Context: an optimization exercise on an open-source flow, tuned for small area, a short achievable clock period and few clock cycles. The choices shown serve that exercise and are no tape-out recipe. Power figures rest on the tool's default switching activity, not on a simulated workload.

==> job 5298 <==
==> flow/design.v <==
`default_nettype none
module matmul #(parameter NROWS = 8'd4, parameter NCOLS = 8'd10) (
    input clk,
    input resetn,
    input start,
    input we,
    input [6:0] waddr,
    input [7:0] wdata,
    output [31:0] c0,
    output [31:0] c1,
    output [31:0] c2,
    output [31:0] c3,
    output reg done
);
reg [7:0] A[0:NROWS-1][0:NCOLS-1];
reg [7:0] B[0:NCOLS-1];
reg [31:0] C[0:NROWS-1];
reg [31:0] D;
assign c0 = C[0];
assign c1 = C[1];
assign c2 = C[2];
assign c3 = C[3];
integer i;
always @(posedge clk) begin
    if (we && (waddr[3:0] < NCOLS)) begin
        if (waddr[6])
            B[waddr[3:0]] <= wdata;
        else
            A[waddr[5:4]][waddr[3:0]] <= wdata;
    end
end
localparam sIDLE        = 3'b000;
localparam sSUM1        = 3'b001;
localparam sSUM2        = 3'b010;
localparam sSUM3        = 3'b011;
localparam sSUM4        = 3'b100;
localparam P = 8'd8;
localparam M = 8'd1;
localparam K = 8'd2;
reg [2:0] state;
reg [7:0] index;
reg [31:0] sum[0:P-1];
wire [31:0] S01 = sum[0] + sum[1];
wire [31:0] S23 = sum[2] + sum[3];
wire [31:0] S45 = sum[4] + sum[5];
wire [31:0] S67 = sum[6] + sum[7];
wire [31:0] S0 = S01 + S23;
wire [31:0] S1 = S45 + S67;
wire [31:0] S = S0 + S1;
reg [$clog2(NROWS): 0] row_index;
always@(posedge clk) begin
    if (!resetn) begin
        D <= 32'd0;
        index <= 0;
        for (i = 0; i < P; i++) begin
            sum[i] <= 0;
        end
        row_index <= 0;
        done <= 1'b0;
        state <= sIDLE;
    end
    else begin
        done <= 1'b0;
        case (state)
            sIDLE: begin
                index <= 0;
                D <= 32'd0;
                for (i = 0; i < P; i=i+1) begin
                    sum[i] <= 0;
                end
                row_index <= 0;
                if (start) begin
                    for (i = 0; i < NROWS; i=i+1) begin
                        C[i] <= 0;
                    end
                    state <= sSUM1;
                end
            end
            sSUM1: begin
                if (index < M) begin
                    for (i = 0; i < P; i++) begin
                        sum[i] <= sum[i] + A[row_index][i + index*P] * B[i + index*P];
                    end
                    index <= index + 1;
                end
                else begin
                    index <= 0;
                    state <= sSUM2;
                end
            end
            sSUM2: begin
                D <= S;
                state <= sSUM3;
            end
            sSUM3: begin
                if (index < K) begin
                    D <= D + A[row_index][index + P*M] * B[index + P*M];
                    index <= index + 1;
                end
                else begin
                    state <= sSUM4;
                end
            end
            sSUM4: begin
                C[row_index] <= D;
                row_index <= row_index + 1;
                index <= 0;
                D <= 32'd0;
                for (i = 0; i < P; i=i+1) begin
                    sum[i] <= 0;
                end
                if (row_index == (NROWS-1)) begin
                    done <= 1'b1;
                    state <= sIDLE;
                end
                else
                    state <= sSUM1;
            end
            default:
                state <= sIDLE;
        endcase
    end
end
endmodule
==> flow/run.sh <==
#!/bin/bash
# synth_recipe.tcl (not shown) runs the flow's synth.tcl, then flattens the netlist and writes it again
# the make line also repeats each setting of config.mk as NAME=value (left out here)
make -C /OpenROAD-flow-scripts/flow DESIGN_CONFIG=/design/flow/config.mk WORK_HOME=/design/flow/orfs CLKGATE_MAP_FILE= SYNTH_SCRIPT=/design/flow/synth_recipe.tcl finish
==> flow/config.mk <==
export PLATFORM = sky130hd
export DESIGN_NAME = matmul
export DESIGN_NICKNAME = matmul
export VERILOG_FILES = /design/flow/design.v
export SDC_FILE = /design/flow/constraint.sdc
export NUM_CORES = 4
export LEC_CHECK = 0
export CAP_MARGIN = 20
export CORE_MARGIN = 2
export CORE_UTILIZATION = 40
export SLEW_MARGIN = 20
==> flow/constraint.sdc <==
create_clock -name core_clock -period 10.0 [get_ports {clk}]
set_input_delay 2.0000 -clock core_clock [delete_from_list [all_inputs] [get_ports {clk}]]
set_output_delay 2.0000 -clock core_clock [all_outputs]
set_load 0.01 [all_outputs]
==> inputs of job 4387, as changes to job 5298 <==
==> flow/design.v, changed modules only <==
module matmul #(parameter NROWS = 8'd4, parameter NCOLS = 8'd10) (
    input clk,
    input resetn,
    input start,
    input we,
    input [6:0] waddr,
    input [7:0] wdata,
    output [31:0] c0,
    output [31:0] c1,
    output [31:0] c2,
    output [31:0] c3,
    output reg done
);
localparam W = 20;
reg [7:0] A[0:3][0:9];
reg [7:0] B[0:9];
reg [W-1:0] C[0:3];
reg [W-1:0] acc[0:3];
assign c0 = {{(32-W){1'b0}}, C[0]};
assign c1 = {{(32-W){1'b0}}, C[1]};
assign c2 = {{(32-W){1'b0}}, C[2]};
assign c3 = {{(32-W){1'b0}}, C[3]};
integer i;
reg dirty;
reg rc_on;           
reg [3:0] rc_cnt;    
reg       s0_we;     
reg       s0_isb;
reg [1:0] s0_row;
reg [9:0] s0_csel;   
reg [4:0] s0_osel;   
reg       s0_nsel;   
reg [7:0] s0_data;
reg       s0_start;  
reg       s0_rc;     
reg       s0_first;  
reg       s0_last;   
wire go_rc = start && dirty;
always @(posedge clk) begin
    if (!resetn) begin
        dirty <= 1'b1;
        rc_on <= 1'b0;
        rc_cnt <= 4'd0;
        s0_we <= 1'b0;
        s0_start <= 1'b0;
        s0_rc <= 1'b0;
        s0_first <= 1'b0;
        s0_last <= 1'b0;
    end else begin
        s0_we <= we && (waddr[3:0] < NCOLS);
        s0_start <= start && !dirty;
        s0_rc <= go_rc || rc_on;
        s0_first <= go_rc;
        s0_last <= rc_on && (rc_cnt == NCOLS - 1);
        if (go_rc) begin
            dirty <= 1'b0;
            rc_on <= 1'b1;
            rc_cnt <= 4'd1;
        end else if (rc_on) begin
            rc_cnt <= rc_cnt + 4'd1;
            if (rc_cnt == NCOLS - 1)
                rc_on <= 1'b0;
        end
    end
end
wire [3:0] col_in = rc_on ? rc_cnt : go_rc ? 4'd0 : waddr[3:0];
wire       rc_in = go_rc || rc_on;
always @(posedge clk) begin
    s0_isb <= waddr[6];
    s0_row <= waddr[5:4];
    s0_data <= wdata;
    for (i = 0; i < 10; i = i + 1)
        s0_csel[i] <= (col_in == i);
    for (i = 0; i < 4; i = i + 1)
        s0_osel[i] <= !rc_in && !waddr[6] && (waddr[5:4] == i);
    s0_osel[4] <= !rc_in && waddr[6];
    s0_nsel <= rc_in;
end
reg [7:0] arow[0:3];
reg [7:0] bcol;
reg [7:0] old_v;
integer k;
always @(*) begin
    bcol = 8'd0;
    for (i = 0; i < 4; i = i + 1)
        arow[i] = 8'd0;
    for (k = 0; k < 10; k = k + 1) begin
        bcol = bcol | ({8{s0_csel[k]}} & B[k]);
        for (i = 0; i < 4; i = i + 1)
            arow[i] = arow[i] | ({8{s0_csel[k]}} & A[i][k]);
    end
    old_v = {8{s0_osel[4]}} & bcol;
    for (i = 0; i < 4; i = i + 1)
        old_v = old_v | ({8{s0_osel[i]}} & arow[i]);
end
wire [7:0] new_v = s0_nsel ? bcol : s0_data;
wire [8:0] x_v = {1'b0, new_v} - {1'b0, old_v};
reg [8:0] s1_x;
reg [7:0] s1_y[0:3];
reg       s1_start, s1_first, s1_last;
always @(posedge clk) begin
    for (k = 0; k < 10; k = k + 1) begin
        if (s0_we && s0_csel[k] && s0_isb)
            B[k] <= s0_data;
        for (i = 0; i < 4; i = i + 1)
            if (s0_we && s0_csel[k] && !s0_isb && s0_row == i)
                A[i][k] <= s0_data;
    end
end
always @(posedge clk) begin
    s1_x <= x_v;
    for (i = 0; i < 4; i = i + 1) begin
        if (s0_rc || (s0_we && s0_isb))
            s1_y[i] <= arow[i];
        else if (s0_we && s0_row == i)
            s1_y[i] <= bcol;
        else
            s1_y[i] <= 8'd0;
    end
end
always @(posedge clk) begin
    if (!resetn) begin
        s1_start <= 1'b0;
        s1_first <= 1'b0;
        s1_last <= 1'b0;
    end else begin
        s1_start <= s0_start;
        s1_first <= s0_first;
        s1_last <= s0_last;
    end
end
reg [12:0] s2_pl[0:3];   
reg [12:0] s2_ph[0:3];   
reg        s2_last;
always @(posedge clk) begin
    for (i = 0; i < 4; i = i + 1)
    begin
        s2_pl[i] <= $signed(s1_x) * $signed({1'b0, s1_y[i][3:0]});
        s2_ph[i] <= $signed(s1_x) * $signed({1'b0, s1_y[i][7:4]});
    end
end
always @(posedge clk) begin
    if (!resetn) begin
        s2_last <= 1'b0;
    end else begin
        s2_last <= s1_last;
    end
end
reg [W-1:0] acc_next[0:3];
always @(*) begin
    for (i = 0; i < 4; i = i + 1)
        acc_next[i] = acc[i] + {{(W-13){s2_pl[i][12]}}, s2_pl[i]}
                    + {{(W-17){s2_ph[i][12]}}, s2_ph[i], 4'd0};
end
wire snap = s1_start || s2_last;
always @(posedge clk) begin
    for (i = 0; i < 4; i = i + 1) begin
        if (s1_first)
            acc[i] <= {W{1'b0}};
        else
            acc[i] <= acc_next[i];
        if (snap)
            C[i] <= acc_next[i];
    end
end
always @(posedge clk) begin
    if (!resetn)
        done <= 1'b0;
    else
        done <= snap;
end
endmodule
==> comparison table <==
metric                                                                           job 4387                 job 5298
Run status                                                        complete, no violations  complete, no violations
NumNets Final                                                                        3906                     7709
Final-layout non-clock buffer area share                                           0.0267                   0.0281
Leakage power figure                                                              18.5 nW                  31.6 nW
Met2 global-route usage                                                             0.272                    0.382
Sequential group share of total power                                               0.336                    0.254
Cell count after synthesis                                                           3316                     6523
Switching share of power                                                            0.361                    0.422
Clock-cell share                                                                   0.0636                   0.0443
Final wirelength                                                                 84600 um                227000 um
Area used by multi-input combinational logic                                    18200 um2                44900 um2
Combinational cell power                                                          5.40 mW                  7.90 mW
Wire length of the first global-routing pass                                    136000 um                340000 um
Proportion of cell area occupied by multi-input gates                               0.404                    0.561
Post-synthesis area per instance                                                 12.1 um2                 11.0 um2
GR met1 Demand/Resource                                                             0.231                    0.330
Detailed-routing iteration count for the pre-antenna-repair pass                        5                        7
Worst vdd rail ir drop                                                           0.145 mV                 0.234 mV
No run of this note included a check of the RTL's function; only the layout flow was run.

## what the ideal ports hide
In the flow no input, the clock included, has a driving cell. The finished layouts below were timed again as built, in two steps. Step 1, drivers: a clkbuf_16 drives clk and a buf_2 each remaining input, both assumed. Step 2, shift: input delay + t, output delay - t, t = (earliest + latest rising clock arrival at the registers) / 2. This alone moves slack from input paths to output paths. a / b / c = no drivers / after step 1 / after step 2; a / b = the first two.
run | t (ns) | setup WS [ns] | hold WS [ns] | clock arrival spread, ns | pins driven straight from the clock port
job 5298 | 0.831 | 0.728 / 0.728 / 0.728 | 0.459 / 0.459 / 0.459 | 0.087 / 0.087 | 1
job 4387 | 0.716 | 5.932 / 5.932 / 5.932 | 0.432 / 0.432 / 0.432 | 0.065 / 0.065 | 1
After both steps setup and hold are still met in every run listed.
